This is an optimization exercise on Yosys and OpenROAD, whose aim is small area, a short achievable clock period and few clock cycles per item, not a production implementation. In this exercise RTL edits were held to simulation tests only and were not proved equivalent to the original.

==> flow/design.v <==
module fmul(
    input  [7:0] b,
    input  [7:0] c,
    output [7:0] p,
    output       pz
    );
    wire [3:0] u = b[3:0];
    wire [3:0] v = c[3:0];
    wire [7:0] uv = {u, v};
    wire s0 = (u[1] & v[3]) ^ (u[2] & v[2]);
    wire c0 = (u[1] & v[3]) & (u[2] & v[2]);
    wire s1 = (u[2] & v[3]) ^ (u[3] & v[2]);
    wire c1 = (u[2] & v[3]) & (u[3] & v[2]);
    wire s2 = (u[0] & v[3]) ^ (u[1] & v[2]);
    wire c2 = (u[0] & v[3]) & (u[1] & v[2]);
    wire s3 = (u[3] & v[1]) ^ u[0] ^ v[0];
    wire c3 = ((u[3] & v[1]) & u[0]) | ((u[3] & v[1]) & v[0]) | ((u[0] & v[0]));
    wire s4 = u[1] ^ v[1] ^ c0;
    wire c4 = ((u[1] & v[1])) | (u[1] & c0) | (v[1] & c0);
    wire s5 = (u[3] & v[3]) ^ u[2] ^ v[2];
    wire c5 = ((u[3] & v[3]) & u[2]) | ((u[3] & v[3]) & v[2]) | ((u[2] & v[2]));
    wire s6 = (u[0] & v[2]) ^ (u[1] & v[1]);
    wire c6 = (u[0] & v[2]) & (u[1] & v[1]);
    wire s7 = (u[2] & v[1]) ^ (u[3] & v[0]) ^ s2;
    wire c7 = ((u[2] & v[1]) & (u[3] & v[0])) | ((u[2] & v[1]) & s2) | ((u[3] & v[0]) & s2);
    wire s8 = s0 ^ c2 ^ s3;
    wire c8 = (s0 & c2) | (s0 & s3) | (c2 & s3);
    wire s9 = s1 ^ c3 ^ s4;
    wire c9 = (s1 & c3) | (s1 & s4) | (c3 & s4);
    wire s10 = c1 ^ c4 ^ s5;
    wire c10 = (c1 & c4) | (c1 & s5) | (c4 & s5);
    wire s11 = u[3] ^ v[3] ^ c5;
    wire c11 = ((u[3] & v[3])) | (u[3] & c5) | (v[3] & c5);
    wire [9:0] r0 = {1'b0, 1'b1, c10, c9, c8, c7, c6, (u[2] & v[0]), (u[0] & v[1]), (u[0] & v[0])};
    wire [9:0] r1 = {1'b0, c11, s11, s10, s9, s8, s7, s6, (u[1] & v[0]), 1'b0};
    wire [9:0] m = r0 + r1;
    wire [2:0] es  = b[6:4] + c[6:4];
    wire [2:0] pe0 = es + 3'd5;
    wire [2:0] pe1 = es + 3'd6;
    assign p = {b[7] ^ c[7], m[9] ? pe1 : pe0, m[9] ? m[8:5] : m[7:4]};
    wire f0n = (uv == 8'h00);
    wire f0s = (uv == 8'h1f) ||
        (uv == 8'h2d) ||
        (uv == 8'h2e) ||
        (uv == 8'h3b) ||
        (uv == 8'h3c) ||
        (uv == 8'h4a) ||
        (uv == 8'h4b) ||
        (uv == 8'h59) ||
        (uv == 8'h68) ||
        (uv == 8'h77) ||
        (uv == 8'h86) ||
        (uv == 8'h95) ||
        (uv == 8'ha4) ||
        (uv == 8'hb3) ||
        (uv == 8'hb4) ||
        (uv == 8'hc3) ||
        (uv == 8'hd2) ||
        (uv == 8'he2) ||
        (uv == 8'hf1);
    assign pz = (b == 8'd0) || (c == 8'd0) ||
                (!(b[7] ^ c[7]) && ((f0n && es == 3'd3) || (f0s && es == 3'd2)));
endmodule
module calc_frac_bits(
    input  [7:0] r,
    input  [7:0] p,
    input        pz,
    output [7:0] y
    );
    wire rz = (r == 8'd0);
    wire r_big = pz || (!rz && (r[6:0] > p[6:0]));
    wire kill  = pz || rz;
    wire [2:0] eb = r_big ? r[6:4] : p[6:4];
    wire [3:0] fb = r_big ? r[3:0] : p[3:0];
    wire [3:0] fs = r_big ? p[3:0] : r[3:0];
    wire [2:0] d  = r_big ? r[6:4] - p[6:4] : p[6:4] - r[6:4];
    wire       sb = r_big ? r[7] : p[7];
    wire       sub = (r[7] != p[7]) && !kill;
    wire [4:0]  ms = kill ? 5'd0 : {1'b1, fs};
    wire [15:0] ysh = {1'b0, ms, 10'd0} >> d;    
    wire [8:0]  yv  = ysh[15:7];
    wire        stk = |ysh[6:0];
    wire [8:0]  xv  = {1'b0, 1'b1, fb, 3'd0};
    wire [8:0]  t   = xv + (yv ^ {9{sub}}) + {8'd0, sub & !stk};
    reg [2:0] ne;
    reg [3:0] nf;
    always @(*) begin
        if (t[8])      begin ne = eb + 3'd1; nf = t[7:4]; end
        else if (t[7]) begin ne = eb;        nf = t[6:3]; end
        else if (t[6]) begin ne = eb - 3'd1; nf = t[5:2]; end
        else if (t[5]) begin ne = eb - 3'd2; nf = t[4:1]; end
        else           begin ne = eb - 3'd3; nf = t[3:0]; end
    end
    assign y = {sb, ne, nf};
endmodule
module mac(
    input            Clk,
    input            Reset,
    input            go,
    input      [7:0] B,
    input      [7:0] C,
    output reg [7:0] Aout
    );
    wire [7:0] p;
    wire       pz;
    reg  [7:0] P;
    reg        Pz;
    wire [7:0] nxt;
    fmul u_mul(.b(B), .c(C), .p(p), .pz(pz));
    calc_frac_bits u_step(.r(Aout), .p(P), .pz(Pz), .y(nxt));
    always @(posedge Clk) begin
        P  <= p;
        Pz <= pz || !go;
        if (Reset) Aout <= 8'd0;
        else       Aout <= nxt;
    end
endmodule
module matrix(
    input clk,
    input [7:0] A00,
    input [7:0] A01,
    input [7:0] A02,
    input [7:0] A10,
    input [7:0] A11,
    input [7:0] A12,
    input [7:0] A20,
    input [7:0] A21,
    input [7:0] A22,
    input [7:0] B00,
    input [7:0] B01,
    input [7:0] B02,
    input [7:0] B10,
    input [7:0] B11,
    input [7:0] B12,
    input [7:0] B20,
    input [7:0] B21,
    input [7:0] B22,
    output[7:0] Out00,
    output[7:0] Out01,
    output[7:0] Out02,
    output[7:0] Out10,
    output[7:0] Out11,
    output[7:0] Out12,
    output[7:0] Out20,
    output[7:0] Out21,
    output[7:0] Out22,
    input Reset,
    input Load,
    output Done
    );
    reg [1:0] ph;
    assign Done = (ph == 2'd0);
    wire go = !Reset && (Done ? Load : (ph != 2'd3));
    reg [1:0] ph_n;
    always @(*) begin
        if (Reset)     ph_n = 2'd0;
        else if (Done) ph_n = Load ? 2'd1 : 2'd0;
        else           ph_n = ph + 2'd1;
    end
    reg s0, s1, s2;
    always @(posedge clk) begin
        ph <= ph_n;
        s0 <= (ph_n == 2'd0) || (ph_n == 2'd3);
        s1 <= (ph_n == 2'd1);
        s2 <= (ph_n == 2'd2);
    end
    wire [7:0] a0 = ({8{s0}} & A00) | ({8{s1}} & A01) | ({8{s2}} & A02);
    wire [7:0] a1 = ({8{s0}} & A10) | ({8{s1}} & A11) | ({8{s2}} & A12);
    wire [7:0] a2 = ({8{s0}} & A20) | ({8{s1}} & A21) | ({8{s2}} & A22);
    wire [7:0] b0 = ({8{s0}} & B00) | ({8{s1}} & B10) | ({8{s2}} & B20);
    wire [7:0] b1 = ({8{s0}} & B01) | ({8{s1}} & B11) | ({8{s2}} & B21);
    wire [7:0] b2 = ({8{s0}} & B02) | ({8{s1}} & B12) | ({8{s2}} & B22);
    mac mac_00(.Clk(clk), .Reset(Reset), .go(go), .B(a0), .C(b0), .Aout(Out00));
    mac mac_01(.Clk(clk), .Reset(Reset), .go(go), .B(a0), .C(b1), .Aout(Out01));
    mac mac_02(.Clk(clk), .Reset(Reset), .go(go), .B(a0), .C(b2), .Aout(Out02));
    mac mac_10(.Clk(clk), .Reset(Reset), .go(go), .B(a1), .C(b0), .Aout(Out10));
    mac mac_11(.Clk(clk), .Reset(Reset), .go(go), .B(a1), .C(b1), .Aout(Out11));
    mac mac_12(.Clk(clk), .Reset(Reset), .go(go), .B(a1), .C(b2), .Aout(Out12));
    mac mac_20(.Clk(clk), .Reset(Reset), .go(go), .B(a2), .C(b0), .Aout(Out20));
    mac mac_21(.Clk(clk), .Reset(Reset), .go(go), .B(a2), .C(b1), .Aout(Out21));
    mac mac_22(.Clk(clk), .Reset(Reset), .go(go), .B(a2), .C(b2), .Aout(Out22));
endmodule
clock: 5.0 ns
lec_check: 0
abc_area: 1
cap_margin: 20
core_margin: 2
core_utilization: 40
slew_margin: 20
run.sh (not shown) runs the stock make flow with config.mk's settings and CLKGATE_MAP_FILE= SYNTH_SCRIPT=/design/flow/synth_recipe.tcl, a recipe that flattens the netlist after the stock synthesis.
Testbench counts at the start, summed over its fixed seeds: cycles 512, items 128.
Change:
--- a/flow/design.v
+++ b/flow/design.v
@@ -74,23 +74,23 @@
     wire [3:0] fb = r_big ? r[3:0] : p[3:0];
     wire [3:0] fs = r_big ? p[3:0] : r[3:0];
     wire [2:0] d  = r_big ? r[6:4] - p[6:4] : p[6:4] - r[6:4];
     wire       sb = r_big ? r[7] : p[7];
-    wire       sub = (r[7] != p[7]) && !kill;
-    wire [4:0]  ms = kill ? 5'd0 : {1'b1, fs};
-    wire [15:0] ysh = {1'b0, ms, 10'd0} >> d;    
-    wire [8:0]  yv  = ysh[15:7];
+    wire       sub = r[7] ^ p[7];
+    wire [4:0]  ms  = kill ? 5'd0 : {1'b1, fs};
+    wire [12:0] ysh = {ms, 8'd0} >> d;     
+    wire [6:0]  yv  = {1'b0, ysh[12:7]};
     wire        stk = |ysh[6:0];
-    wire [8:0]  xv  = {1'b0, 1'b1, fb, 3'd0};
-    wire [8:0]  t   = xv + (yv ^ {9{sub}}) + {8'd0, sub & !stk};
+    wire [6:0]  xv  = {1'b0, 1'b1, fb, 1'b0};
+    wire [6:0]  t   = xv + (yv ^ {7{sub}}) + {6'd0, sub & !stk};
     reg [2:0] ne;
     reg [3:0] nf;
     always @(*) begin
-        if (t[8])      begin ne = eb + 3'd1; nf = t[7:4]; end
-        else if (t[7]) begin ne = eb;        nf = t[6:3]; end
-        else if (t[6]) begin ne = eb - 3'd1; nf = t[5:2]; end
-        else if (t[5]) begin ne = eb - 3'd2; nf = t[4:1]; end
-        else           begin ne = eb - 3'd3; nf = t[3:0]; end
+        if (t[6])      begin ne = eb + 3'd1; nf = t[5:2]; end
+        else if (t[5]) begin ne = eb;        nf = t[4:1]; end
+        else if (t[4]) begin ne = eb - 3'd1; nf = t[3:0]; end
+        else if (t[3]) begin ne = eb - 3'd2; nf = {t[2:0], 1'b0}; end
+        else           begin ne = eb - 3'd3; nf = {t[1:0], 2'b00}; end
     end
     assign y = {sb, ne, nf};
 endmodule
 module mac(
Effect: Via count came out lower by 7.2%; hold slack degrades by 0.022 ns; fmax came out lower by 1.1%; die area came out lower by 5.4%; critical path depth came out lower by 1; non-clock buffer count came out higher by 18.
Testbench counts after the change, summed over its fixed seeds: cycles 512, items 128.

## what the ideal ports hide
In the flow no input, the clock included, has a driving cell. The finished layouts below were timed again as built, in two steps.
Step 1: set_driving_cell puts a clkbuf_16 on clk and a buf_2 on each other input, an assumption about the parent block.
Step 2 times the ports against the registers' clock, not the clock port: input delays grow and output delays shrink by t, the midpoint of the rising clock arrivals with the driver on.
Slacks: ideal / step 1 / step 2; pairs: ideal / step 1.
run | t, ns | slack for setup (ns) | hold WS [ns] | worst setup path at the end
the first run | 0.544 | 0.502 / 0.502 / 0.027 | 0.523 / 0.523 / 0.523 | input to register
the second run | 0.546 | 0.452 / 0.452 / 0.025 | 0.501 / 0.501 / 0.501 | input to register
After both steps setup and hold are still met in every run listed. For the first run, which loses most, drivers alone change the setup slack by 0.000 ns; drivers and shift together by -0.475 ns.
